Background: an optimization exercise with open tools, aiming at small area and few clock cycles per item. Do not read the settings as production practice. The RTL was checked by simulation tests, not by an equivalence proof against the original design.

== alpha ==
// neural_network
module neural_network(clk,rst,in_valid,in_ready,in_pixel,in_weights,done,result,score);
input clk,rst,in_valid;
output in_ready;
input [7:0]in_pixel;
input [199:0]in_weights;
output done;
output [3:0]result;
output [24:0]score;
wire [9:0] cnt;
wire [2:0] pos;
wire l1_clr,l1_en,l2_act,l2_first,l2_bias,cmp_first,cmp_act;
signal_control ctl(clk,rst,in_valid,in_ready,cnt,pos,l1_clr,l1_en,l2_act,l2_first,l2_bias,
  cmp_first,cmp_act,done);
wire [7:0] pe=l1_clr?8'd1:(l1_en?in_pixel:8'd0);
wire [24:0] acc [0:19];
genvar g;
generate
for(g=0;g<20;g=g+1) begin : l1
mac neu(clk,l1_clr,pe,in_weights[10*g+9:10*g],acc[g]);
end
endgenerate
reg [15:0] psum;
wire [15:0] pbase=l1_clr?16'd0:psum;
wire [15:0] pex={8'd0,pe};
wire [16:0] pc;
assign pc[0]=1'b0;
generate
for(g=0;g<16;g=g+1) begin : pacc
assign pc[g+1]=(pbase[g]&pex[g])|(pc[g]&(pbase[g]^pex[g]));
end
endgenerate
always@(posedge clk)
psum<=pbase^pex^pc[15:0];
wire [9:0] jw=cnt-10'd785;
wire [24:0] asel=acc[jw[4:0]];
wire [24:0] hid={asel[24:9]-psum,asel[8:0]};
wire [23:0] h=l2_bias?24'd512:((l2_act&&!hid[24])?hid[23:0]:24'd0);
reg [249:0] ring;
wire [24:0] u0,u1;
wire [24:0] base0=l2_first?25'd0:ring[24:0];
wire [24:0] base1=l2_first?25'd0:ring[49:25];
reg [9:0] w0,w1;
always@(*)
begin
case(pos)
  ...
Settings: LEC_CHECK=0, ABC_AREA=1, CAP_MARGIN=20, CORE_MARGIN=2, CORE_UTILIZATION=65, CTS_BUF_LIST=sky130_fd_sc_hd__clkbuf_8 sky130_fd_sc_hd__clkbuf_16, CTS_CLUSTER_DIAMETER=60, CTS_CLUSTER_SIZE=30, PLACE_DENSITY=0.75, SLEW_MARGIN=20; clock period 25.0 ns.
standard.sh (not shown) runs the stock make flow with config.mk's settings and CLKGATE_MAP_FILE= SYNTH_SCRIPT=/design/flow/synth_recipe.tcl, a recipe that flattens the netlist after the stock synthesis.
==> flow/flow/run.sh <==
#!/bin/bash
# Standard layout, with one extra step between synthesis and floorplan:
# flow/polopt.py removes the inverters Yosys leaves around full and half adders.
# A full adder is self-dual, so each one may work on complemented signals; a
# half adder may become an XOR/XNOR plus a NAND/NOR/AND/OR gate; gates may be
# swapped for their complement, or for a form with one inverted input. One
# inverter is added back for each signal that still needs both polarities.
# Registers and ports are untouched and the netlist stays equivalent.
# Port buffers use the smallest buffer cell. Every tool writes its full
# output to a log in this folder.
set -euo pipefail
R=orfs/results/${FLOW_PLATFORM}/neural_network/base
bash standard.sh synth > synth.log 2>&1
cp $R/1_2_yosys.v 1_2_yosys.standard.v
python3 flow/polopt.py 1_2_yosys.standard.v $R/1_2_yosys.v > polopt.log 2>&1
rm -f $R/1_synth.odb $R/1_synth.sdc
bash standard.sh finish "BUFFER_PORTS_ARGS=-buffer_cell sky130_fd_sc_hd__buf_1" > finish.log 2>&1
Other scripts of this flow, unchanged in this note and not shown: flow/flow/polopt.py
Testbench counts of alpha, summed over its fixed seeds: cycles 21,448, items 24.
[inputs] beta vs alpha
- a change of CTS_CLUSTER_DIAMETER from 60 to 80
## What came out
beta went all the way through synthesis, placement and routing and the layout is clean on timing, DRC and antenna. Compared with alpha, in beta global-route usage down 0.21 points; number of fill cells in the layout up 1.4%; final count of hold timing violations flat; post-route cell area down 1.4%.

## lane 2
Another version of the RTL of neural_network (not shown whole).
Size in the first run: roughly 8000 cells after synthesis, roughly 240 I/O pins, roughly 83000 um^2 of cells after synthesis.
clock: 25.0 ns
lec_check: 0
abc_area: 1
cap_margin: 20
core_margin: 2
core_utilization: 60
cts_buf_list: sky130_fd_sc_hd__clkbuf_8 sky130_fd_sc_hd__clkbuf_16
cts_cluster_diameter: 60
cts_cluster_size: 30
place_density: 0.7
slew_margin: 20
==> flow/flow/run.sh <==
#!/bin/bash
# Standard layout, with one extra step between synthesis and floorplan:
# flow/polopt.py removes the inverters Yosys leaves between full adders by
# choosing, per full adder, whether it works on complemented signals (a full
# adder is self-dual), and adds back one inverter per signal that still needs
# both polarities. Registers and ports are untouched; the netlist stays
# equivalent. Port buffers use the smallest buffer cell. Every tool writes
# its full output to a log in this folder.
set -euo pipefail
R=orfs/results/${FLOW_PLATFORM}/neural_network/base
bash standard.sh synth > synth.log 2>&1
cp $R/1_2_yosys.v 1_2_yosys.standard.v
python3 flow/polopt.py 1_2_yosys.standard.v $R/1_2_yosys.v > polopt.log 2>&1
rm -f $R/1_synth.odb $R/1_synth.sdc
bash standard.sh finish "BUFFER_PORTS_ARGS=-buffer_cell sky130_fd_sc_hd__buf_1" > finish.log 2>&1
Other scripts of this flow, unchanged in this note and not shown: flow/flow/polopt.py
Lane 2 went all the way through synthesis, placement and routing and the layout is clean on timing, DRC and antenna.
Testbench counts of lane 2, summed over its fixed seeds: cycles 21,448, items 24.
## Diff of input files: lane 1 against lane 2
# lane 2
export LEC_CHECK = 0
export ABC_AREA = 1
export CAP_MARGIN = 20
export CORE_MARGIN = 2
export CORE_UTILIZATION = 60
export CTS_BUF_LIST = sky130_fd_sc_hd__clkbuf_8 sky130_fd_sc_hd__clkbuf_16
export CTS_CLUSTER_DIAMETER = 60
export CTS_CLUSTER_SIZE = 30
export PLACE_DENSITY = 0.7
export SLEW_MARGIN = 20
create_clock -name core_clock -period 25.0 [get_ports {clk}]
# lane 1
export LEC_CHECK = 0
export CAP_MARGIN = 20
export CORE_MARGIN = 2
export CORE_UTILIZATION = 60
export CTS_BUF_LIST = sky130_fd_sc_hd__clkbuf_8 sky130_fd_sc_hd__clkbuf_16
export CTS_CLUSTER_DIAMETER = 60
export CTS_CLUSTER_SIZE = 30
export PLACE_DENSITY = 0.7
export SLEW_MARGIN = 20
create_clock -name core_clock -period 25.0 [get_ports {clk}]
==> comparison <==
- [compare] base=lane 2 new=lane 1: relative slew slack went down 17 points, maximum vdd drop went down about 9%.
- Wire length on met1: lane 1 higher than lane 2
- Of the two candidates, lane 2 has the better first-iteration DRC count and lane 1 the worse one.
- Shortest period the worst path allows in lane 1 is 0.88 ns above lane 2.
- Lane 1 vs lane 2 on count of non-CTS buffers in the layout: lane 1 is the higher one.
- [compare] base=lane 2 new=lane 1: wire length after detailed routing now sits higher; summed instance area of the synthesized netlist closely matched the old numbers; worst setup slack decreased 0.88 ns; clock skew went down; antenna cell count rose by 6.

[afterwards: timing with drivers on the ports]
In the flow no input, the clock included, has a driving cell. The finished layouts below were timed again as built, in two steps. Step 1: set_driving_cell puts a clkbuf_16 on clk and a buf_2 on each other input, an assumption about the parent block. Step 2 adds t to the input delays and takes it off the output delays; t is the mean of the earliest and latest rising clock arrival at the registers after step 1. Input paths then give back, and output paths get back, about the clock's delay inside the block. Three values: ideal, step 1, step 2; two values: the first two.
| run | t (ns) | setup slack, ns | clock arrival spread, ns |
|---|---|---|---|
| alpha | 0.811 | 4.365 / 4.365 / 4.365 | 0.059 / 0.060 |
| beta | 0.802 | 4.399 / 4.399 / 4.399 | 0.047 / 0.048 |
| lane 2 | 0.816 | 6.179 / 6.165 / 5.349 | 0.054 / 0.054 |
| lane 1 | 0.810 | 5.294 / 5.342 / 4.532 | 0.050 / 0.050 |
After both steps every run listed still meets setup and hold. The setup slack of lane 2, which loses most, moves by -0.014 ns with the drivers and by -0.830 ns with both steps.
